What follows belongs to an exercise in optimizing a design on an open flow for small area; a production flow would make more cautious choices.
Function was checked by simulation only, so behaviour that the tests miss may differ from the original.
No driver is modelled on the clock port, so clocking that relies on it looks cheaper here than on a real chip.
No activity file was given, so power comes from the tool's default toggle rates.

==> flow/design.v <==
module Lab3_140L (
    input  wire       rst,
    input  wire       clk,
    input  wire       bu_rx_data_rdy,
    input  wire [7:0] bu_rx_data,
    output wire       L3_tx_data_rdy,
    output wire [7:0] L3_tx_data,
    output wire [4:0] L3_led,
    output wire       oneSecPluse,
    output wire [6:0] L3_segment1,
    output wire [6:0] L3_segment2,
    output wire [6:0] L3_segment3,
    output wire [6:0] L3_segment4,
    output wire [3:0] di_Mtens,
    output wire [3:0] di_Mones,
    output wire [3:0] di_Stens,
    output wire [3:0] di_Sones,
    output wire [3:0] di_AMtens,
    output wire [3:0] di_AMones,
    output wire [3:0] di_AStens,
    output wire [3:0] di_ASones
);
    wire [7:0] b = bu_rx_data;
    wire b_cmd = (b == 8'h0d) | (b == 8'h40) |
                 ((b[7:6] == 2'b01) & (b[4] == 1'b0) &
                  ((b[3:0] == 4'h1) | (b[3:0] == 4'hc) | (b[3:0] == 4'he))) |    
                 ((b[7:6] == 2'b01) & (b[4] == 1'b1) & (b[3:0] == 4'h3));        
    wire b_dig = (b[7:4] == 4'h3) & ~(b[3] & (b[2] | b[1]));
    reg [3:0] nib;
    reg       is_cmd, is_dig;
    always @(posedge clk) begin
        nib    <= rst ? 4'd0 : b[3:0];
        is_cmd <= ~rst & bu_rx_data_rdy & b_cmd;
        is_dig <= ~rst & bu_rx_data_rdy & b_dig;
    end
    wire det_cr = is_cmd & (nib == 4'hd);
    wire det_S  = is_cmd & (nib == 4'h3);
    wire det_L  = is_cmd & (nib == 4'hc);
    wire det_A  = is_cmd & (nib == 4'h1);
    wire det_N  = is_cmd & (nib == 4'he);
    wire det_at = is_cmd & (nib == 4'h0);
    wire det_09 = is_dig;
    wire det_05 = is_dig & ~nib[3] & ~(nib[2] & nib[1]);
    reg [12:0] lf;
    reg        sec_clk, sec_clkD;
    wire       wrap = ((lf & 13'h1df9) == (13'h13e1 & 13'h1df9));
    wire       lf_fb = lf[12] ^ lf[9] ^ lf[4] ^ lf[2] ^ wrap;
    always @(posedge clk) begin
        if (rst) begin
            lf      <= 13'h03e1;
            sec_clk <= 1'b0;
        end else begin
            lf      <= {lf[11:0], lf_fb};
            sec_clk <= sec_clk ^ wrap;
        end
        sec_clkD <= sec_clk;
    end
    reg [2:0] step;
    reg       mode;
    reg       run;
    reg       ena;
    wire s_idle = (step == 3'd0);
    wire s1 = (step == 3'd1);
    wire s2 = (step == 3'd2);
    wire s3 = (step == 3'd3);
    wire s4 = (step == 3'd4);
    wire s5 = (step == 3'd5);
    wire dig_ok = (s1 | s3) ? det_05 : det_09;
    wire leave  = (s_idle | s5) & (det_S | det_cr);
    always @(posedge clk) begin
        if (rst) begin
            step <= 3'd0;
            mode <= 1'b0;
            run  <= 1'b0;
            ena  <= 1'b0;
        end else begin
            if (leave) begin
                step <= 3'd0;
                run  <= det_S;
            end else if (s_idle & det_L) begin
                step <= 3'd1;
                mode <= 1'b0;
            end else if ((s_idle | (s5 & mode)) & det_A) begin
                step <= 3'd1;
                mode <= 1'b1;
            end else if (~s_idle & ~s5 & dig_ok) begin
                step <= step + 3'd1;
            end
            if (det_at)
                ena <= ~ena;
        end
    end
    wire tl = ~mode & ~s_idle;    
    wire al =  mode & ~s_idle;    
    wire ldMt = ~mode & s1 & det_05;
    wire ldMo = ~mode & s2 & det_09;
    wire ldSt = ~mode & s3 & det_05;
    wire ldSo = ~mode & s4 & det_09;
    wire aMt  =  mode & s1 & det_05;
    wire aMo  =  mode & s2 & det_09;
    wire aSt  =  mode & s3 & det_05;
    wire aSo  =  mode & s4 & det_09;
    wire dspMo = ~(tl & s1);
    wire dspSt = ~(tl & (s1 | s2));
    wire dspSo = ~(tl & (s1 | s2 | s3));
    wire strMt = al;
    wire strMo = al & ~s1;
    wire strSt = al & ~s1 & ~s2;
    wire strSo = al & (s4 | s5);
    reg [3:0] so, mo, aso, amo;
    reg [2:0] st, mt, ast, amt;
    wire strb = sec_clk & ~sec_clkD & run;
    wire so9 = so[3] & so[0];
    wire st5 = st[2] & st[0];
    wire mo9 = mo[3] & mo[0];
    wire mt5 = mt[2] & mt[0];
    wire [3:0] so_inc = {(so[3] & ~so[0]) | (so[2] & so[1] & so[0]), so[2] ^ (so[1] & so[0]),
                         ~so[3] & (so[1] ^ so[0]), ~so[0]};
    wire [3:0] mo_inc = {(mo[3] & ~mo[0]) | (mo[2] & mo[1] & mo[0]), mo[2] ^ (mo[1] & mo[0]),
                         ~mo[3] & (mo[1] ^ mo[0]), ~mo[0]};
    wire [2:0] st_inc = {st[2] ? ~st[0] : (st[1] & st[0]), ~st[2] & (st[1] ^ st[0]), ~st[0]};
    wire [2:0] mt_inc = {mt[2] ? ~mt[0] : (mt[1] & mt[0]), ~mt[2] & (mt[1] ^ mt[0]), ~mt[0]};
    wire       l_so = ldSo | rst, l_st = ldSt | rst, l_mo = ldMo | rst, l_mt = ldMt | rst;
    wire       c_so = strb, c_st = strb & so9, c_mo = strb & so9 & st5, c_mt = strb & so9 & st5 & mo9;
    wire       l_aso = aSo | rst, l_ast = aSt | rst, l_amo = aMo | rst, l_amt = aMt | rst;
    always @(posedge clk) begin
        so  <= ({4{l_so}} & nib) | ({4{~l_so & c_so}} & so_inc) | ({4{~l_so & ~c_so}} & so);
        st  <= ({3{l_st}} & nib[2:0]) | ({3{~l_st & c_st}} & st_inc) | ({3{~l_st & ~c_st}} & st);
        mo  <= ({4{l_mo}} & nib) | ({4{~l_mo & c_mo}} & mo_inc) | ({4{~l_mo & ~c_mo}} & mo);
        mt  <= ({3{l_mt}} & nib[2:0]) | ({3{~l_mt & c_mt}} & mt_inc) | ({3{~l_mt & ~c_mt}} & mt);
        aso <= ({4{l_aso}} & nib) | ({4{~l_aso}} & aso);
        ast <= ({3{l_ast}} & nib[2:0]) | ({3{~l_ast}} & ast);
        amo <= ({4{l_amo}} & nib) | ({4{~l_amo}} & amo);
        amt <= ({3{l_amt}} & nib[2:0]) | ({3{~l_amt}} & amt);
    end
    assign di_Sones  = so;
    assign di_Stens  = {1'b0, st};
    assign di_Mones  = mo;
    assign di_Mtens  = {1'b0, mt};
    assign di_ASones = aso;
    assign di_AStens = {1'b0, ast};
    assign di_AMones = amo;
    assign di_AMtens = {1'b0, amt};
    reg  held;
    wire eq   = (so == aso) & (st == ast) & (mo == amo) & (mt == amt);
    wire trig = ena & (eq | held);
    always @(posedge clk)
        held <= trig;
    wire pulse = sec_clk & run;
    assign oneSecPluse = pulse;
    wire blink = ~trig | pulse;
    wire [6:0] seg_so = {
        (so[2] & ~so[0]) | (~so[2] & so[1]) | (so[2] & ~so[1]) | so[3],
        (so[2] & ~so[1]) | (so[2] & ~so[0]) | (~so[1] & ~so[0]) | so[3],
        (~so[2] & ~so[0]) | (so[1] & ~so[0]),
        (~so[2] & so[1]) | (~so[2] & ~so[0]) | (so[1] & ~so[0]) | (so[2] & ~so[1] & so[0]),
        ~so[1] | so[2] | so[0],
        (~so[1] & ~so[0]) | ~so[2] | (so[1] & so[0]),
        so[3] | (so[2] & so[0]) | (~so[2] & ~so[0]) | so[1]};
    wire [6:0] seg_mo = {
        (mo[2] & ~mo[0]) | (~mo[2] & mo[1]) | (mo[2] & ~mo[1]) | mo[3],
        (mo[2] & ~mo[1]) | (mo[2] & ~mo[0]) | (~mo[1] & ~mo[0]) | mo[3],
        (~mo[2] & ~mo[0]) | (mo[1] & ~mo[0]),
        (~mo[2] & mo[1]) | (~mo[2] & ~mo[0]) | (mo[1] & ~mo[0]) | (mo[2] & ~mo[1] & mo[0]),
        ~mo[1] | mo[2] | mo[0],
        (~mo[1] & ~mo[0]) | ~mo[2] | (mo[1] & mo[0]),
        mo[3] | (mo[2] & mo[0]) | (~mo[2] & ~mo[0]) | mo[1]};
    wire [6:0] seg_st = {
        st[1] | st[2],
        (~st[1] & ~st[0]) | st[2],
        ~st[2] & ~st[0],
        (~st[2] & ~st[0]) | st[1] | (st[2] & st[0]),
        st[0] | ~st[1],
        ~st[2] | ~st[0],
        (~st[2] & ~st[0]) | st[1] | (st[2] & st[0])};
    wire [6:0] seg_mt = {
        mt[1] | mt[2],
        (~mt[1] & ~mt[0]) | mt[2],
        ~mt[2] & ~mt[0],
        (~mt[2] & ~mt[0]) | mt[1] | (mt[2] & mt[0]),
        mt[0] | ~mt[1],
        ~mt[2] | ~mt[0],
        (~mt[2] & ~mt[0]) | mt[1] | (mt[2] & mt[0])};
    assign L3_segment1 = {7{dspSo & blink}} & seg_so;
    assign L3_segment2 = {7{dspSt & blink}} & seg_st;
    assign L3_segment3 = {7{dspMo & blink}} & seg_mo;
    assign L3_segment4 = {7{blink}} & seg_mt;
    reg [1:0] sel;
    always @(posedge clk)
        if (rst)        sel <= 2'd0;
        else if (det_N) sel <= sel + 2'd1;
    wire [3:0] led_dig = (sel == 2'd0) ? so : (sel == 2'd1) ? {1'b0, st} :
                         (sel == 2'd2) ? mo : {1'b0, mt};
    assign L3_led = trig ? {5{pulse}} : {pulse, led_dig};
    reg [7:0] dly;
    reg       dly_rdy;
    wire      dly_z7 = ~|dly[6:0];
    wire      dly_fb = dly_z7 ? (~dly[7] & bu_rx_data[0]) : (dly[7] ^ dly[3] ^ dly[2] ^ dly[1]);
    always @(posedge clk) begin
        if (rst)
            dly <= 8'd0;
        else
            dly <= {dly[6:0], dly_fb};
        dly_rdy <= dly_z7 & dly[7];
    end
    reg [3:0] sc;
    reg       tx_rdy;
    always @(posedge clk) begin
        if (rst)
            sc <= 4'd0;
        else if (dly_rdy | (sc != 4'd0))
            sc <= sc + 4'd1;
        tx_rdy <= sc[0];
    end
    assign L3_tx_data_rdy = tx_rdy;
    wire on_mt = ena | strMt;
    wire on_mo = ena | strMo;
    wire on_st = ena | strSt;
    wire on_so = ena | strSo;
    reg [7:0] tx;
    always @(*) begin
        case (sc[3:1])
            3'd0: tx = 8'h41;
            3'd1: tx = on_mt ? {5'b00110, amt} : 8'h2d;
            3'd2: tx = on_mo ? {4'b0011, amo} : 8'h2d;
            3'd3: tx = on_mo ? 8'h3a : 8'h2d;
            3'd4: tx = on_st ? {5'b00110, ast} : 8'h2d;
            3'd5: tx = on_so ? {4'b0011, aso} : 8'h2d;
            3'd6: tx = ena ? (trig ? 8'h54 : 8'h40) : 8'h2d;
            default: tx = 8'h0d;
        endcase
    end
    assign L3_tx_data = tx;
endmodule
==> flow/flow/run.sh <==
#!/bin/bash
# Own layout flow:
#  1. the standard synthesis (standard.sh synth), unchanged;
#  2. the combinational logic between the registers mapped again with a few area-oriented ABC
#     scripts; registers, their cells and names are kept as the standard synthesis made them.
#     Each result must be proven equivalent to the standard netlist (Yosys equiv_*); the
#     smallest proven one replaces it, else the standard netlist is kept;
#  3. the standard layout steps (standard.sh finish) with buf_1 port buffers and, before CTS,
#     a small clock buffer tree of our own (flow/clock.tcl).
# Each tool writes its full output to a log file of its own in this folder.
set -uo pipefail
W=$(pwd)
R=$W/orfs/results/$FLOW_PLATFORM/Lab3_140L/base
LIB=$FLOW_HOME/platforms/$FLOW_PLATFORM/lib/sky130_fd_sc_hd__tt_025C_1v80.lib
YOSYS=$(command -v yosys || echo $FLOW_HOME/../tools/install/yosys/bin/yosys)
source flow/knobs.sh

bash standard.sh synth > synth.log 2>&1 || exit 1

DU=$(sed -n '/DONT_USE_CELLS/,/^#/p' $FLOW_HOME/platforms/$FLOW_PLATFORM/config.mk | grep -o "sky130_fd_sc_hd__[a-z0-9_]*" | sed 's/^/-dont_use /' | tr '\n' ' ')
cp $R/1_2_yosys.v $W/std_synth.v
nseq() { grep -cE '^ *sky130_fd_sc_hd__[a-z]*(df|dl)' "$1"; }

remap() {  # remap TAG "ABC script"
  local t=$1
  echo "$2" > $W/reabc_$t.abc
  cat > $W/reabc_$t.ys <<EOY
read_liberty -ignore_miss_func -overwrite $LIB
read_verilog $W/std_synth.v
hierarchy -top $FLOW_TOP
setattr -mod -set keep_hierarchy 1 sky130_fd_sc_hd__*df* sky130_fd_sc_hd__*dl*
flatten
delete t:\\\$scopeinfo
rename -hide w:*.* w:_*
opt -full
abc -liberty $LIB $DU -script $W/reabc_$t.abc
opt_clean -purge
read_liberty -lib -overwrite $LIB
hilomap -hicell sky130_fd_sc_hd__conb_1 HI -locell sky130_fd_sc_hd__conb_1 LO
insbuf -buf sky130_fd_sc_hd__buf_1 A X
opt_clean -purge
check -assert -mapped $FLOW_TOP
tee -o $W/reabc_$t.area stat -liberty $LIB $FLOW_TOP
write_verilog -noattr -noexpr -nohex -nodec -selected $W/reabc_$t.v
EOY
  cat > $W/equiv_$t.ys <<EOY
read_liberty -ignore_miss_func -overwrite $LIB
read_verilog $W/std_synth.v
rename $FLOW_TOP gold
read_verilog $W/reabc_$t.v
rename $FLOW_TOP gate
flatten gold gate
delete t:\\\$scopeinfo
opt_clean
equiv_make gold gate eq
hierarchy -top eq
equiv_simple
equiv_induct
equiv_status -assert
EOY
  if $YOSYS -l $W/reabc_$t.log -q $W/reabc_$t.ys > /dev/null 2>&1 && \
     $YOSYS -l $W/equiv_$t.log -q $W/equiv_$t.ys > /dev/null 2>&1 && \
     [ "$(nseq $W/reabc_$t.v)" = "$(nseq $W/std_synth.v)" ]; then
    grep 'Chip area' $W/reabc_$t.area | awk '{print $NF}' > $W/reabc_$t.ok
  fi
}

i=0
for s in "${ABC_SCRIPTS[@]}"; do
  remap $i "$s" &
  i=$((i + 1))
done
wait

best=""; best_area=""
for f in $W/reabc_*.ok; do
  [ -f "$f" ] || continue
  a=$(cat $f)
  if [ -z "$best" ] || awk -v a=$a -v b=$best_area 'BEGIN{exit !(a < b)}'; then
    best=${f%.ok}; best_area=$a
  fi
done
if [ -n "$best" ]; then
  echo "re-mapped netlist used: $(basename $best).v, area $best_area" > $W/reabc.status
  cp $best.v $R/1_2_yosys.v
  rm -f $R/1_synth.odb $R/1_synth.sdc
else
  echo "re-mapping failed: standard netlist kept" > $W/reabc.status
fi

bash standard.sh "${EXTRA[@]}" "PRE_CTS_TCL=$W/flow/clock.tcl" finish > layout.log 2>&1
==> flow/flow/clock.tcl <==
# Clock distribution, run before CTS (which then finds the clock already buffered): the clock
# port drives one root clkbuf_4, which drives 5 clkbuf_8, each placed at the centre of a cluster
# of registers (k-means on the placed positions, clusters of equal size) and driving that cluster.
set block [ord::get_db_block]
set dbu [[ord::get_db_tech] getDbUnitsPerMicron]
set k 5
set pins {}; set px {}; set py {}
foreach it [[$block findNet clk] getITerms] {
  set b [[$it getInst] getBBox]
  lappend pins "[[$it getInst] getName]/[[$it getMTerm] getName]"
  lappend px [expr {([$b xMin] + [$b xMax]) / 2.0}]
  lappend py [expr {([$b yMin] + [$b yMax]) / 2.0}]
}
set n [llength $pins]
# initial centres: registers spread along the x order
set order [lsort -real -indices $px]
set cx {}; set cy {}
for {set j 0} {$j < $k} {incr j} {
  set i [lindex $order [expr {int(($j + 0.5) * $n / $k)}]]
  lappend cx [lindex $px $i]; lappend cy [lindex $py $i]
}
for {set iter 0} {$iter < 30} {incr iter} {
  # balanced assignment: pairs (register, centre) taken in order of distance,
  # each centre taking at most ceil(n / k) registers
  set cap [expr {($n + $k - 1) / $k}]
  set pairs {}
  for {set i 0} {$i < $n} {incr i} {
    for {set j 0} {$j < $k} {incr j} {
      lappend pairs [list [expr {abs([lindex $px $i] - [lindex $cx $j]) + abs([lindex $py $i] - [lindex $cy $j])}] $i $j]
    }
  }
  set asg [lrepeat $n -1]; set cnt [lrepeat $k 0]
  foreach p [lsort -real -index 0 $pairs] {
    lassign $p d i j
    if {[lindex $asg $i] < 0 && [lindex $cnt $j] < $cap} { lset asg $i $j; lset cnt $j [expr {[lindex $cnt $j] + 1}] }
  }
  for {set j 0} {$j < $k} {incr j} {
    set sx 0; set sy 0; set m 0
    for {set i 0} {$i < $n} {incr i} {
      if {[lindex $asg $i] == $j} { set sx [expr {$sx + [lindex $px $i]}]; set sy [expr {$sy + [lindex $py $i]}]; incr m }
    }
    if {$m > 0} { lset cx $j [expr {$sx / $m}]; lset cy $j [expr {$sy / $m}] }
  }
}
for {set j 0} {$j < $k} {incr j} {
  set lp {}
  for {set i 0} {$i < $n} {incr i} { if {[lindex $asg $i] == $j} { lappend lp [get_pins [lindex $pins $i]] } }
  if {[llength $lp] == 0} continue
  puts "clock buffer $j: [llength $lp] registers"
  insert_buffer -buffer_cell sky130_fd_sc_hd__clkbuf_8 -net clk -load_pins $lp \
    -location [list [expr {[lindex $cx $j] / $dbu}] [expr {[lindex $cy $j] / $dbu}]] \
    -buffer_name clkbuf_r$j -net_name clk_r$j
}
# the clock port drives only the root buffer, which drives the cluster buffers
set sx 0; set sy 0
for {set j 0} {$j < $k} {incr j} { set sx [expr {$sx + [lindex $cx $j]}]; set sy [expr {$sy + [lindex $cy $j]}] }
insert_buffer -buffer_cell sky130_fd_sc_hd__clkbuf_4 -net clk \
  -location [list [expr {$sx / $k / $dbu}] [expr {$sy / $k / $dbu}]] -buffer_name clkbuf_root -net_name clk_root
==> flow/flow/knobs.sh <==
ABC_SCRIPTS=(
  'strash; &get -n; &deepsyn -T 60 -S 1; &put; dch -f; amap; topo'
  'strash; &get -n; &deepsyn -T 60 -S 2; &put; dch -f; amap; topo'
  'strash; &get -n; &deepsyn -T 60 -S 3; &put; dch -f; amap; topo'
  'strash; &get -n; &deepsyn -T 60 -S 4; &put; dch -f; amap; topo'
)
EXTRA=("BUFFER_PORTS_ARGS=-buffer_cell sky130_fd_sc_hd__buf_1")
==> flow/standard.sh <==
#!/bin/bash
# synth_recipe.tcl (not shown) runs the flow's synth.tcl, then flattens the netlist and writes it again
# the make line also repeats each setting of config.mk as NAME=value (left out here)
make -C /OpenROAD-flow-scripts/flow DESIGN_CONFIG=/design/flow/config.mk WORK_HOME=/design/flow/orfs CLKGATE_MAP_FILE= SYNTH_SCRIPT=/design/flow/synth_recipe.tcl "${@:-finish}"
==> flow/config.mk <==
export PLATFORM = sky130hd
export DESIGN_NAME = Lab3_140L
export DESIGN_NICKNAME = Lab3_140L
export VERILOG_FILES = /design/flow/design.v
export SDC_FILE = /design/flow/constraint.sdc
export NUM_CORES = 4
export LEC_CHECK = 0
export ABC_AREA = 1
export CAP_MARGIN = 20
export CORE_MARGIN = 2
export CORE_UTILIZATION = 70
export PLACE_DENSITY = 0.8
export SLEW_MARGIN = 20
==> flow/constraint.sdc <==
create_clock -name core_clock -period 10.0 [get_ports {clk}]
set_input_delay 2.0000 -clock core_clock [delete_from_list [all_inputs] [get_ports {clk}]]
set_output_delay 2.0000 -clock core_clock [all_outputs]
set_load 0.01 [all_outputs]
==> metrics.csv, run 1 <==
metric,value,unit
grt_max_degree,34,
power.leakage,0.00130,µW
finalWeightedCongestion,1.01,
die-height,73.6,µm
post-place-ws,4.41,ns
p_per_area,148,nW/µm²
cts_resized,0,
slew_violations,0,
hpwl,7350,µm
period_minus_slack,6.21,ns
synth_nets,454,
skew,0.0129,ns
postCtsSetupRepairBufs,0,
grt_pass1_wl,14800,µm
routedWlPerCell,16.6,µm
syn_avg_cell_area,7.65,µm²
antenna_found_initial,0,
cp-end-kind,primary output,
timing.final.crit_share,62.1,%
fin_area,3810,µm²
io_pins,86,
io_buffers,80,
worst_pin_slew,0.677,ns
grt_overflow,0,
rows,25,
criticalPathCategory,flop to primary output,
routed_via_density,6.26,
diodes,0,
cp-start-kind,flop,
setup_slack,3.79,ns
layout-drive-gt1-share,1.34,%
dr.pass1.iters,5,
wl,9580,µm
cp_max_fo,11,
route.detailed.drc,0,
max_freq,0.161,GHz
synth_area,3390,µm²
ant_nets,0,
areaGrowthSynthToFinish,12.4,%
globalRouteTotalUtil,34.4,%
die_area,5410,µm²
rsz0062_at_grt,no,
slew_headroom,54.7,%
fin_nets,535,
fp.dieW,73.6,µm
yosysWarnings,1,
hold_viol,0,
cp_data_arrival_time,4.21,ns
coreArea,4690,µm²
vias,3607,
initial_core_util,72.2,%
regArea,1580,µm²
grt_pass1_vias,3149,
multi_input_area,1550,µm²
setup_tns,0,ns
drt_iter0_markers,390,
cp.required,8.00,ns
cap_violations,0,
placed_cell_area,3730,µm²
fillCellCount,337,
holdBufCountCts,0,
vdd_drop_max,0.000138,V
syn_inst,443,
hold_path_class,flop to flop,
cts.clk_slew.worst_paths,0.10,ns
status,timing/DRC/antenna clean,
setup_viol,0,
clock_latency,0.39,ns
-- where the power goes --
part	internal, µW	switching [µW]
sequential	311	18.6
clock	49.7	88.7
combinational	32.7	62.9
-- cell usage in the layout, fill, tap and decap left out, drive strengths merged, types with 7 or more instances in the layout --
master    n
nor2    104
buf      81
clkinv   60
dfxtp    58
o21ai    33
a21oi    32
nand2    20
edfxtp   14
nor3     14
o22ai    13
nor2b     9
a31oi     9
or2       8
nand3     7
-- final timing paths --
kind	from	to	slack, ns	depth (start not counted)
worst max-delay path	so[1]	L3_segment1[6]	3.79	12
worst max register to register	sec_clk	mt[2]	7.30	15
worst min-delay path	sec_clk	sec_clkD	0.41	0
worst min register to register	sec_clk	sec_clkD	0.41	0
-- metal layers --
| metal | vias to the layer above | part of all wire [%] | global-route usage (%) |
|---|---|---|---|
| met5 | - | 0 | 0 |
| met4 | 0 | 3.3 | 10.7 |
| met3 | 42 | 8.4 | 3.57 |
| met2 | 242 | 48 | 58.9 |
| met1 | 1632 | 40 | 45.8 |
| li1 | 1691 | - | - |
-- critical path: stages, from the launching register on --
cell and delay [ns]:
dfxtp_1 0.47, clkinv_1 0.23, a22oi_1 0.19, o221ai_1 0.15, a2111oi_0 0.62, a31oi_1 0.22, nor2_1 0.26, clkinv_1 0.17
nor2_1 0.56, a21o_1 0.33, or2_0 0.37, nor2_1 0.11, buf_1 0.14
-- through the flow --
stage / util, % / hold WS (ns) / power [µW] / std cells
global placement: 79.6 / 0.375 / 425 / 570
floorplan: - / 0.361 / 392 / 443
CTS: 81.2 / 0.385 / 530 / 576
finish: 81.2 / 0.414 / 564 / 576
global route: 81.2 / 0.413 / 584 / 576
detailed placement: 79.6 / 0.384 / 428 / 570
-- area by class of cell, clock buffers not listed --
cell class / instances / area share (%)
Multi-Input combinational cell: 303 / 40.7
Inverter: 60 / 5.91
Sequential cell: 72 / 41.5
Timing Repair Buffer: 81 / 8.08
Tap cell: 54 / 1.77
==> inputs of run 2 (changes only) <==
--- a/flow/design.v
+++ b/flow/design.v
@@ -34,10 +34,10 @@
         is_dig <= ~rst & bu_rx_data_rdy & b_dig;
     end
-    wire det_cr = is_cmd & (nib == 4'hd);
-    wire det_S  = is_cmd & (nib == 4'h3);
-    wire det_L  = is_cmd & (nib == 4'hc);
-    wire det_A  = is_cmd & (nib == 4'h1);
-    wire det_N  = is_cmd & (nib == 4'he);
-    wire det_at = is_cmd & (nib == 4'h0);
+    wire det_cr = is_cmd & nib[3] & nib[0];               
+    wire det_S  = is_cmd & ~nib[3] & nib[1];              
+    wire det_L  = is_cmd & nib[3] & ~nib[1] & ~nib[0];    
+    wire det_A  = is_cmd & ~nib[3] & ~nib[1] & nib[0];    
+    wire det_N  = is_cmd & nib[3] & nib[1];               
+    wire det_at = is_cmd & ~nib[3] & ~nib[0];             
     wire det_09 = is_dig;
     wire det_05 = is_dig & ~nib[3] & ~(nib[2] & nib[1]);
@@ -60,10 +60,10 @@
     reg       run;
     reg       ena;
-    wire s_idle = (step == 3'd0);
-    wire s1 = (step == 3'd1);
-    wire s2 = (step == 3'd2);
-    wire s3 = (step == 3'd3);
-    wire s4 = (step == 3'd4);
-    wire s5 = (step == 3'd5);
+    wire s_idle = ~step[2] & ~step[1] & ~step[0];
+    wire s1 = ~step[2] & ~step[1] & step[0];
+    wire s2 = step[1] & ~step[0];
+    wire s3 = step[1] & step[0];
+    wire s4 = step[2] & ~step[0];
+    wire s5 = step[2] & step[0];
     wire dig_ok = (s1 | s3) ? det_05 : det_09;
     wire leave  = (s_idle | s5) & (det_S | det_cr);
==> metrics.csv, run 2 <==
metric,value,unit,change
status,timing/DRC/antenna clean,,
cp-start-kind,flop,,
slowest_stage,dfxtp_1,,
cts_resized,0,,unchanged
hpwl,6990,µm,-4.9%
drt_iter0_markers,395,,+1.3%
hold_start,sec_clk,,
synth_area,3350,µm²,-1.2%
vias,3550,,-1.6%
syn_inst,432,,-2.5%
critPathMaxStageDelay,0.45,ns,-0.17 ns
min_delay_path_depth,0,,unchanged
rows,25,,unchanged
ant_nets,0,,unchanged
path_cells,clkinv_1 -> o22ai_1 -> a221oi_1 -> o2111ai_1 -> nor4_1 -> a41oi_1 -> nor2_1 -> nand2_1 -> clkinv_1 -> a21oi_1 -> clkinv_1 -> nor2_1 -> a31oi_1 -> a21oi_1 -> buf_1,,
layout_common_cells,"90 x nor2_1, 80 x buf_1, 59 x clkinv_1",,
dp_cells,559,,-1.9%
cp.required,8.00,ns,about the same
antenna_found_initial,0,,unchanged
holdBufCountCts,0,,unchanged
grt_overflow,0,,unchanged
total_power,555,µW,-1.6%
fin_cells,565,,-1.9%
route.detailed.drc,0,,unchanged
timing.final.crit_share,56.6,%,-5.5 points
setup_viol,0,,unchanged
cts.clk_slew.worst_paths,0.10,ns,about the same
die-height,73.2,µm,-0.56%
grt_pass1_vias,3311,,+5.1%
postCtsSetupRepairBufs,0,,unchanged
routed_via_density,6.28,,+0.34%
cp_data_arrival_time,3.66,ns,-0.55 ns
diodes,0,,unchanged
syn_avg_cell_area,7.75,µm²,+1.3%
slew_headroom,48.6,%,-6.1 points
r2r_end,mt[1],,
cp_max_fo,11,,unchanged
dr.pass1.iters,6,,+1
hold_viol,0,,unchanged
layout-drive-gt1-share,1.37,%,+0.029 points
holdPathEnd,sec_clkD,,
synth_nets,443,,-2.4%
utilization,80.9,%,-0.31 points
p_per_area,147,nW/µm²,-0.55%
max_freq,0.177,GHz,+9.7%
rrSetupSlack,6.88,ns,-0.42 ns
initial_core_util,71.8,%,-0.37 points
cap_violations,0,,unchanged
crit_top_cell,clkinv_1,,
fp.dieW,73.2,µm,-0.56%
vdd_drop_max,0.000129,V,-6.3%
die_area,5350,µm²,-1.1%
hold_path_class,flop to flop,,
r2r_cells,15,,unchanged
hold_slack,0.396,ns,-0.0181 ns
coreArea,4660,µm²,-0.67%
globalRouteTotalUtil,34.9,%,+0.53 points
slew_violations,0,,unchanged
grt_max_degree,34,,unchanged
final_common_cell,nor2_1,,
wl,9280,µm,-3.2%
cp-end-kind,primary output,,
timing.rr.start,sec_clk,,
skew,0.0116,ns,-0.00130 ns
yosysWarnings,1,,unchanged
fillCellCount,316,,-6.2%
areaGrowthSynthToFinish,12.6,%,
routedWlPerCell,16.4,µm,-1.3%
worst_pin_slew,0.763,ns,+0.0865 ns
rsz0062_at_grt,no,,
io_buffers,80,,unchanged
power.leakage,0.00126,µW,-3.2%
finalWeightedCongestion,1.07,,+6.0%
grt_pass1_wl,14900,µm,+0.51%
fin_nets,524,,-2.1%
clock_latency,0.38,ns,about the same
io_pins,86,,unchanged
criticalPathCategory,flop to primary output,,
setup_tns,0,ns,unchanged
period_minus_slack,5.66,ns,-0.550 ns
[run 2: metal layers]
layer  share of wire [%]  up-vias  global-route usage [%]
li1                    -     1664                       -
met1                  38     1606                    42.7
met2                  50      232                    62.8
met3                 8.4       48                    3.87
met4                 4.4        0                    13.2
met5                   0        -                       0
[run 2: worst max-delay path: cells and delay by family (launching register included)]
kind / cells / cell delay, ns
DFF: 1 / 0.45
buffers and inverters: 4 / 0.83
and+or+nand+nor: 4 / 0.64
AOI/OAI and AO/OA: 7 / 1.36
[run 2: worst max-delay path by stage]
stage	endpoint	startpoint	slack, ns
finish	L3_segment2[0]	so[0]	4.34
global route	L3_segment2[0]	so[0]	3.96
CTS	L3_segment2[0]	so[0]	4.80
detailed placement	L3_segment2[0]	so[0]	4.86
global placement	L3_segment2[0]	so[0]	5.08
floorplan	L3_segment2[3]	so[0]	5.27
[run 2: metrics by stage]
stage,setup slack [ns],area [µm²]
CTS,4.80,3770
detailed placement,4.86,3690
global route,3.96,3770
floorplan,5.27,3350
finish,4.34,3770
global placement,5.08,3690
[run 2: layout make-up, clock buffers not listed]
cell class,instances,area [µm²],share of cell area [%]
inverters,59,221,5.87
multi-input cells,293,1520,40.2
flip-flops and latches,72,1580,42.0
well taps,54,67.6,1.79
repair buffers,81,308,8.16
[run 2: power by group]
group          total (µW)  internal [µW]  leakage [µW]  switching (µW)
registers             328            311      0.000611            16.6
clock network         136           49.7     0.0000406            86.0
logic                91.3           30.7      0.000612            60.5
total                 555            391       0.00126             163
==> inputs of run 3 (changes only) <==
--- a/flow/design.v
+++ b/flow/design.v
@@ -27,8 +27,9 @@
                  ((b[7:6] == 2'b01) & (b[4] == 1'b1) & (b[3:0] == 4'h3));        
     wire b_dig = (b[7:4] == 4'h3) & ~(b[3] & (b[2] | b[1]));
-    reg [3:0] nib;
+    reg  [3:0] nib_n;              
+    wire [3:0] nib = ~nib_n;
     reg       is_cmd, is_dig;
     always @(posedge clk) begin
-        nib    <= rst ? 4'd0 : b[3:0];
+        nib_n  <= ~(rst ? 4'd0 : b[3:0]);
         is_cmd <= ~rst & bu_rx_data_rdy & b_cmd;
         is_dig <= ~rst & bu_rx_data_rdy & b_dig;
@@ -42,14 +43,16 @@
     wire det_09 = is_dig;
     wire det_05 = is_dig & ~nib[3] & ~(nib[2] & nib[1]);
-    reg [12:0] lf;
+    localparam [12:0] LFP = 13'h1555;
+    reg  [12:0] lf;
+    wire [12:0] lfv = lf ^ LFP;
     reg        sec_clk, sec_clkD;
-    wire       wrap = ((lf & 13'h1df9) == (13'h13e1 & 13'h1df9));
-    wire       lf_fb = lf[12] ^ lf[9] ^ lf[4] ^ lf[2] ^ wrap;
+    wire       wrap = ((lfv & 13'h1df9) == (13'h13e1 & 13'h1df9));
+    wire       lf_fb = lfv[12] ^ lfv[9] ^ lfv[4] ^ lfv[2] ^ wrap;
     always @(posedge clk) begin
         if (rst) begin
-            lf      <= 13'h03e1;
+            lf      <= 13'h03e1 ^ LFP;
             sec_clk <= 1'b0;
         end else begin
-            lf      <= {lf[11:0], lf_fb};
+            lf      <= {lfv[11:0], lf_fb} ^ LFP;
             sec_clk <= sec_clk ^ wrap;
         end
@@ -193,14 +196,16 @@
                          (sel == 2'd2) ? mo : {1'b0, mt};
     assign L3_led = trig ? {5{pulse}} : {pulse, led_dig};
-    reg [7:0] dly;
-    reg       dly_rdy;
-    wire      dly_z7 = ~|dly[6:0];
-    wire      dly_fb = dly_z7 ? (~dly[7] & bu_rx_data[0]) : (dly[7] ^ dly[3] ^ dly[2] ^ dly[1]);
+    localparam [7:0] DP = 8'h55;
+    reg  [7:0] dly;
+    wire [7:0] dlyv = dly ^ DP;
+    reg        dly_rdy;
+    wire       dly_z7 = ~|dlyv[6:0];
+    wire       dly_fb = dly_z7 ? (~dlyv[7] & bu_rx_data[0]) : (dlyv[7] ^ dlyv[3] ^ dlyv[2] ^ dlyv[1]);
     always @(posedge clk) begin
         if (rst)
-            dly <= 8'd0;
+            dly <= DP;
         else
-            dly <= {dly[6:0], dly_fb};
-        dly_rdy <= dly_z7 & dly[7];
+            dly <= {dlyv[6:0], dly_fb} ^ DP;
+        dly_rdy <= dly_z7 & dlyv[7];
     end
     reg [3:0] sc;
--- a/flow/flow/run.sh
+++ b/flow/flow/run.sh
@@ -70,4 +70,5 @@
   remap $i "$s" &
   i=$((i + 1))
+  if (( i % ${NUM_CORES:-4} == 0 )); then wait; fi
 done
 wait
==> flow/flow/knobs.sh (replaced) <==
ABC_SCRIPTS=()
for s in 1 2 3 4 5 6 7 8; do
  ABC_SCRIPTS+=("strash; &get -n; &deepsyn -T 60 -S $s; &put; dch -f; amap; topo")
done
EXTRA=("BUFFER_PORTS_ARGS=-buffer_cell sky130_fd_sc_hd__buf_1")
==> metrics.csv, run 3 <==
metric,value,unit,change
synth_area,3350,µm²,about the same
ant_nets,0,,unchanged
skew,0.0126,ns,+0.00102 ns
routedWlPerCell,15.8,µm,-3.7%
timing.final.crit_share,56.6,%,about the same
fin_cells,575,,+1.8%
timing.rr.start,so[0],,
final_common_cell,nor2_1,,
routed_via_density,6.13,,-2.5%
die_area,5360,µm²,about the same
setup_tns,0,ns,unchanged
vias,3523,,-0.76%
slew_violations,0,,unchanged
diodes,0,,unchanged
cp-end-kind,primary output,,
hpwl,6760,µm,-3.3%
finalWeightedCongestion,1.06,,-0.99%
layout-drive-gt1-share,1.54,%,+0.17 points
synth_nets,453,,+2.3%
crit_top_cell,o21ai_0,,
grt_overflow,0,,unchanged
cp.required,8.00,ns,about the same
hold_slack,0.389,ns,-0.00723 ns
worst_pin_slew,0.693,ns,-0.0707 ns
io_buffers,80,,unchanged
period_minus_slack,5.66,ns,+0.000370 ns
grt_pass1_wl,14100,µm,-5.4%
rsz0062_at_grt,no,,
syn_avg_cell_area,7.58,µm²,-2.2%
antenna_found_initial,0,,unchanged
globalRouteTotalUtil,33.0,%,-2.0 points
fp.dieW,73.2,µm,about the same
cap_violations,0,,unchanged
placed_cell_area,3700,µm²,about the same
max_freq,0.177,GHz,about the same
clock_latency,0.40,ns,+0.02 ns
hold_path_class,flop to flop,,
yosysWarnings,1,,unchanged
slew_headroom,53.6,%,+5.0 points
hold_viol,0,,unchanged
coreArea,4660,µm²,unchanged
critPathMaxStageDelay,0.61,ns,+0.16 ns
rows,25,,unchanged
critPathLaunch,so[1],,
path_cells,clkinv_1 -> nand2_1 -> o21ai_0 -> a221o_1 -> a2111oi_0 -> a31oi_1 -> nor3_2 -> a31oi_1 -> o21ai_0 -> nor2_1 -> clkinv_1 -> o21ai_0 -> buf_1,,
grt_pass1_vias,3045,,-8.0%
grt_max_degree,24,,-29%
slowest_stage,nor3_2,,
route.detailed.drc,0,,unchanged
cp_data_arrival_time,3.66,ns,about the same
io_pins,86,,unchanged
setup_slack,4.34,ns,-0.000370 ns
initial_core_util,71.9,%,about the same
post-place-ws,4.52,ns,-0.348 ns
areaGrowthSynthToFinish,12.7,%,
vdd_drop_max,0.000143,V,+10%
holdBufCountCts,0,,unchanged
postCtsSetupRepairBufs,0,,unchanged
p_per_area,147,nW/µm²,about the same
die-height,73.2,µm,about the same
layout_common_cells,"108 x nor2_1, 80 x buf_1, 60 x clkinv_1",,
wl,9090,µm,-2.0%
dp_cells,569,,+1.8%
drt_iter0_markers,368,,-6.8%
syn_inst,442,,+2.3%
setup_viol,0,,unchanged
power.leakage,0.00131,µW,+3.7%
status,timing/DRC/antenna clean,,
cts.clk_slew.worst_paths,0.10,ns,about the same
criticalPathCategory,flop to primary output,,
fin_area,3780,µm²,+0.20%
cp-start-kind,flop,,
hold_start,sec_clk,,
dr.pass1.iters,5,,-1
cts_resized,0,,unchanged
fin_nets,534,,+1.9%
cp_max_fo,11,,unchanged
-- run 3: where the power goes --
part	total [µW]	internal, µW	switching (µW)
clock	136	49.6	86.2
combinational	89.9	30.6	59.3
sequential	329	311	18.5
-- run 3: layout make-up, clock buffers not listed --
type,instances,area (µm²)
Sequential cell,72,1580
Multi-Input combinational cell,302,1520
Timing Repair Buffer,81,308
Tap cell,54,67.6
Inverter,60,225
Fill cell,335,883
-- run 3: final timing paths --
check,endpoint,slack (ns),cells past startpoint
worst max-delay path,L3_segment1[0],4.34,13
worst min-delay path,sec_clkD,0.39,0
worst max register to register,mt[1],6.79,15
worst min register to register,sec_clkD,0.39,0
-- run 3: worst max-delay path: cells and delay by family, from the launching register on --
family / cells / cell delay [ns]
compound gates: 7 / 1.51
buf+inv: 3 / 0.47
simple gates: 3 / 0.85
flops: 1 / 0.44
-- run 3: metrics by stage --
| step | util, % | total power, µW |
|---|---|---|
| 4_1_cts | 80.9 | 525 |
| 3_5_place_dp | 79.3 | 424 |
| 3_3_place_gp | 79.3 | 421 |
| 2_1_floorplan | - | 389 |
| 6_report | 81.0 | 555 |
| 5_1_grt | 81.0 | 576 |
-- run 3: per-layer routing --
metal  up-vias  routed length, µm  global-route usage (%)
met2       207               4390                    57.1
met1      1590               3620                    43.0
li1       1695                  -                       -
met5         -                  0                       0
met4         0                274                    10.5
met3        31                810                    3.87
==> inputs of run 4 (changes only) <==
--- a/flow/design.v
+++ b/flow/design.v
@@ -29,9 +29,10 @@
     reg  [3:0] nib_n;              
     wire [3:0] nib = ~nib_n;
-    reg       is_cmd, is_dig;
-    always @(posedge clk) begin
-        nib_n  <= ~(rst ? 4'd0 : b[3:0]);
-        is_cmd <= ~rst & bu_rx_data_rdy & b_cmd;
-        is_dig <= ~rst & bu_rx_data_rdy & b_dig;
+    reg        is_cmd_n, is_dig_n;   
+    wire       is_cmd = ~is_cmd_n, is_dig = ~is_dig_n;
+    always @(posedge clk) begin
+        nib_n    <= ~(rst ? 4'd0 : b[3:0]);
+        is_cmd_n <= ~(~rst & bu_rx_data_rdy & b_cmd);
+        is_dig_n <= ~(~rst & bu_rx_data_rdy & b_dig);
     end
     wire det_cr = is_cmd & nib[3] & nib[0];               
==> metrics.csv, run 4 <==
metric,value,unit,change
diodes,0,,unchanged
routed_via_density,6.38,,+4.1%
syn_avg_cell_area,7.64,µm²,+0.83%
yosysWarnings,1,,unchanged
setup_viol,0,,unchanged
cp-end-kind,primary output,,
grt_max_degree,24,,unchanged
vias,3583,,+1.7%
io_pins,86,,unchanged
status,timing/DRC/antenna clean,,
slew_headroom,41.1,%,-12 points
io_buffers,80,,unchanged
setup_tns,0,ns,unchanged
cp_max_fo,11,,unchanged
cts_resized,0,,unchanged
slowest_stage,nor2_1,,
hold_path_class,flop to flop,,
ant_nets,0,,unchanged
postCtsSetupRepairBufs,0,,unchanged
grt_pass1_vias,3313,,+8.8%
synth_area,3290,µm²,-1.7%
holdBufCountCts,0,,unchanged
cp.required,8.00,ns,about the same
drt_iter0_markers,514,,+40%
criticalPathCategory,flop to primary output,,
slew_violations,0,,unchanged
dp_cells,556,,-2.3%
setup_slack,3.94,ns,-0.392 ns
die_area,5270,µm²,-1.6%
rows,24,,-4.0%
fp.dieW,72.6,µm,-0.80%
r2r_cells,8,,-7
hold_slack,0.383,ns,-0.00541 ns
areaGrowthSynthToFinish,12.7,%,about the same
route.detailed.drc,0,,unchanged
timing.rr.start,nib_n[1],,
min_delay_path_depth,1,,+1
cp-start-kind,flop,,
rsz0062_at_grt,no,,
timing.final.crit_share,60.6,%,+3.9 points
cap_violations,0,,unchanged
hpwl,7250,µm,+7.3%
post-place-ws,4.56,ns,+0.0462 ns
synth_nets,442,,-2.4%
cts.clk_slew.worst_paths,0.09,ns,about the same
dr.pass1.iters,5,,unchanged
final_common_cell,nor2_1,,
critical_path_buf_inv_count,3,,unchanged
antenna_found_initial,0,,unchanged
fin_cells,562,,-2.3%
cp_data_arrival_time,4.06,ns,+0.40 ns
skew,0.00755,ns,-0.00504 ns
fillCellCount,282,,-16%
syn_inst,431,,-2.5%
period_minus_slack,6.06,ns,+0.392 ns
die-height,72.6,µm,-0.80%
crit_top_cell,nor2_1,,
clock_latency,0.38,ns,-0.02 ns
layout-drive-gt1-share,1.37,%,-0.16 points
vdd_drop_max,0.000127,V,-11%
worst_pin_slew,0.861,ns,+0.169 ns
fin_nets,523,,-2.1%
max_freq,0.165,GHz,-6.5%
globalRouteTotalUtil,36.6,%,+3.6 points
r2r_end,mt[1],,
layout_common_cells,"102 x nor2_1, 80 x buf_1, 58 x dfxtp_1",,
initial_core_util,74.1,%,+2.2 points
finalWeightedCongestion,0.970,,-8.8%
grt_overflow,0,,unchanged
power.leakage,0.00130,µW,-0.60%
critPathMaxStageDelay,0.62,ns,about the same
hold_start,lf[1],,
coreArea,4440,µm²,-4.6%
cpLargestDelayFamily,compound AO/OA/AOI/OAI gates,,
grt_pass1_wl,15400,µm,+9.3%
wl,9510,µm,+4.6%
routedWlPerCell,16.9,µm,+7.0%
hold_viol,0,,unchanged
path_cells,clkinv_1 -> a21oi_1 -> o221ai_1 -> a2111oi_0 -> a31oi_1 -> nor2b_1 -> clkinv_1 -> nor2_1 -> a31o_1 -> nor2_1 -> nor2_1 -> a31oi_1 -> buf_1,,
rrSetupSlack,6.84,ns,+0.05 ns
holdPathEnd,lf[2],,
p_per_area,149,nW/µm²,+1.3%
critPathLaunch,mo[1],,
-- run 4: report_power, final --
part,leakage [µW],switching (µW),total (µW),internal (µW)
Combinational,0.000651,61.3,91.6,30.3
Sequential,0.000611,17.4,328,311
Clock,0.0000406,83.3,133,49.6
-- run 4: layer usage --
metal / GRT usage (%) / part of all wire (%) / routed length [µm]
met5: 0 / 0 / 0
met4: 13.6 / 3.7 / 355
met3: 4.97 / 10 / 958
met2: 64.8 / 49 / 4620
met1: 45.5 / 38 / 3570
-- run 4: final cells by class, clock buffers not listed --
type / instances / area (µm²) / area share, %
Timing Repair Buffer: 81 / 308 / 8.29
Multi-Input combinational cell: 294 / 1470 / 39.6
Tap cell: 52 / 65.1 / 1.75
Inverter: 57 / 214 / 5.76
Sequential cell: 72 / 1580 / 42.6
-- run 4: through the flow --
step | utilization [%] | area (µm²) | power (µW)
after floorplan | - | 3290 | 388
after global placement | 81.8 | 3640 | 420
after detailed placement | 81.8 | 3640 | 424
after CTS | 83.6 | 3710 | 525
after global routing | 83.6 | 3710 | 572
final | 83.6 | 3710 | 553
-- run 4: worst max path at each step --
stage,cells after the start,end,slack (ns)
floorplan,13,L3_segment2[3],5.10
global placement,13,L3_segment2[0],4.78
detailed placement,13,L3_segment2[3],4.56
CTS,13,L3_segment2[3],4.54
global route,13,L3_segment2[5],3.70
finish,13,L3_segment2[3],3.94
-- run 4: worst reg2reg max path: stages (launching register included) --
cell and delay [ns]:
dfxtp_1 0.57, clkinv_1 0.24, a2111oi_0 0.82, clkinv_1 0.29, nor2_1 0.21, nand2_1 0.11, o21ai_0 0.56, nor2_1 0.13
a21oi_1 0.16
==> inputs of run 5 (changes only) <==
==> flow/flow/knobs.sh (replaced) <==
ABC_SCRIPTS=()
for s in 1 2 3 4 5 6 7 8 9 10 11 12 13 14 15 16; do
  ABC_SCRIPTS+=("strash; &get -n; &deepsyn -T 60 -S $s; &put; dch -f; amap; topo")
done
EXTRA=("BUFFER_PORTS_ARGS=-buffer_cell sky130_fd_sc_hd__buf_1")
==> metrics.csv, run 5 <==
metric,value,unit,change
grt_pass1_wl,15400,µm,unchanged
cp_max_fo,11,,unchanged
io_pins,86,,unchanged
timing.final.crit_share,60.6,%,unchanged
period_minus_slack,6.06,ns,unchanged
fin_cells,562,,unchanged
vias,3583,,unchanged
grt_pass1_vias,3313,,unchanged
grt_max_degree,24,,unchanged
power_frac_comb,16.6,%,about the same
skew,0.00755,ns,unchanged
layout_common_cells,"102 x nor2_1, 80 x buf_1, 58 x dfxtp_1",,
synth_nets,442,,unchanged
max_freq,0.165,GHz,unchanged
dp_cells,556,,unchanged
hold_viol,0,,unchanged
p_clk_share,24.0,%,about the same
drt_iter0_markers,514,,unchanged
power.net_switching,162,µW,unchanged
status,timing/DRC/antenna clean,,
cts.clk_slew.worst_paths,0.09,ns,about the same
r2r_cells,8,,unchanged
rrSetupSlack,6.84,ns,about the same
antenna_found_initial,0,,unchanged
route.detailed.drc,0,,unchanged
routedWlPerCell,16.9,µm,unchanged
final_common_cell,nor2_1,,
hold_path_class,flop to flop,,
setup_viol,0,,unchanged
areaGrowthSynthToFinish,12.7,%,unchanged
r2r_end,mt[1],,
multi_input_area,1470,µm²,unchanged
cp_data_arrival_time,4.06,ns,about the same
netSwitchingFraction,29.3,%,unchanged
fin_nets,523,,unchanged
p_seq_share,59.4,%,about the same
diodes,0,,unchanged
slew_headroom,41.1,%,unchanged
p_per_area,149,nW/µm²,unchanged
cp-end-kind,primary output,,
timing.rr.start,nib_n[1],,
cp.required,8.00,ns,about the same
hold_start,lf[1],,
cts_resized,0,,unchanged
holdBufCountCts,0,,unchanged
min_delay_path_depth,1,,unchanged
layout-drive-gt1-share,1.37,%,unchanged
postCtsSetupRepairBufs,0,,unchanged
cp-start-kind,flop,,
syn_inst,431,,unchanged
coreArea,4440,µm²,unchanged
io_buffers,80,,unchanged
setup_tns,0,ns,unchanged
finalWeightedCongestion,0.970,,unchanged
die-height,72.6,µm,unchanged
regArea,1580,µm²,unchanged
fillCellCount,282,,unchanged
power.internal,391,µW,unchanged
ant_nets,0,,unchanged
wl,9510,µm,unchanged
rsz0062_at_grt,no,,
clock_latency,0.38,ns,about the same
power.leakage,0.00130,µW,unchanged
yosysWarnings,1,,unchanged
worst_pin_slew,0.861,ns,unchanged
grt_overflow,0,,unchanged
holdPathEnd,lf[2],,
dr.pass1.iters,5,,unchanged
die_area,5270,µm²,unchanged
globalRouteTotalUtil,36.6,%,unchanged
routed_via_density,6.38,,unchanged
initial_core_util,74.1,%,unchanged
fp.dieW,72.6,µm,unchanged
cap_violations,0,,unchanged
slew_violations,0,,unchanged
criticalPathCategory,flop to primary output,,
syn_avg_cell_area,7.64,µm²,unchanged
synth_area,3290,µm²,unchanged
vdd_drop_max,0.000127,V,unchanged
hpwl,7250,µm,unchanged
rows,24,,unchanged
-- run 5: cell counts in the layout (fill, tap and decap cells not counted) --
No cell type changed its count.
-- run 5: how the worst max path moves through the flow --
stage | slack (ns) | start | depth (start not counted) | endpoint
after CTS | 4.54 | mo[3] | 13 | L3_segment2[3]
after floorplan | 5.10 | mo[1] | 13 | L3_segment2[3]
after global routing | 3.70 | mo[1] | 13 | L3_segment2[5]
after global placement | 4.78 | mo[3] | 13 | L3_segment2[0]
after detailed placement | 4.56 | mo[3] | 13 | L3_segment2[3]
final | 3.94 | mo[1] | 13 | L3_segment2[3]
-- run 5: power by group through the flow --
stage | Clock, µW | Sequential [µW] | Combinational, µW
floorplan | 0 | 333 | 54.6
global placement | 0 | 333 | 87.2
detailed placement | 0 | 334 | 89.8
CTS | 100 | 334 | 90.2
global route | 141 | 330 | 101
finish | 133 | 328 | 91.6
-- run 5: cell type report, clock buffers not listed --
| class | count | share of cell area, % |
|---|---|---|
| Inverter | 57 | 5.76 |
| Sequential cell | 72 | 42.6 |
| Tap cell | 52 | 1.75 |
| Timing Repair Buffer | 81 | 8.29 |
| Multi-Input combinational cell | 294 | 39.6 |
-- run 5: worst max-delay path: stages (launching register included) --
cell and delay [ns]:
dfxtp_1 0.39, clkinv_1 0.21, a21oi_1 0.18, o221ai_1 0.11, a2111oi_0 0.42, a31oi_1 0.21, nor2b_1 0.24, clkinv_1 0.19
nor2_1 0.62, a31o_1 0.39, nor2_1 0.14, nor2_1 0.32, a31oi_1 0.09, buf_1 0.15
-- run 5: per-layer routing --
metal | wire length (µm) | part of all wire (%) | up-vias | GRT usage (%)
li1 | - | - | 1659 | -
met1 | 3570 | 38 | 1611 | 45.5
met2 | 4620 | 49 | 266 | 64.8
met3 | 958 | 10 | 47 | 4.97
met4 | 355 | 3.7 | 0 | 13.6
met5 | 0 | 0 | - | 0
-- run 5: metrics by stage --
stage                     hold slack (ns)  setup WS, ns  total power (µW)  cell area (µm²)  utilization [%]
after floorplan                     0.352          5.10               388             3290                -
after global placement              0.357          4.78               420             3640             81.8
after CTS                           0.366          4.54               525             3710             83.6
after global routing                0.393          3.70               572             3710             83.6
after detailed placement            0.366          4.56               424             3640             81.8
final                               0.383          3.94               553             3710             83.6

what the ideal ports hide:
No port has a modelled driver above. Below, the same layouts with a new extraction and two added sets of constraints. Step 1, drivers: a clkbuf_16 drives clk and a buf_2 each remaining input, both assumed. Step 2 also shifts input and output timing later by t, the mid clock arrival at the registers, as if the neighbouring blocks saw the same clock. Slacks: no drivers / after step 1 / after step 2; pairs: no drivers / after step 1.
run | t (ns) | slack for setup (ns) | worst data-port slew with drivers (ns) | pins driven straight from the clock port
run 1 | 0.410 | 3.786 / 3.761 / 4.172 | 0.03 | 1
run 2 | 0.403 | 4.337 / 4.310 / 4.713 | 0.03 | 1
run 3 | 0.414 | 4.336 / 4.312 / 4.726 | 0.04 | 1
run 4 | 0.403 | 3.945 / 3.918 / 4.321 | 0.04 | 1
run 5 | 0.403 | 3.945 / 3.918 / 4.321 | 0.04 | 1
After both steps setup and hold are still met in every run listed.
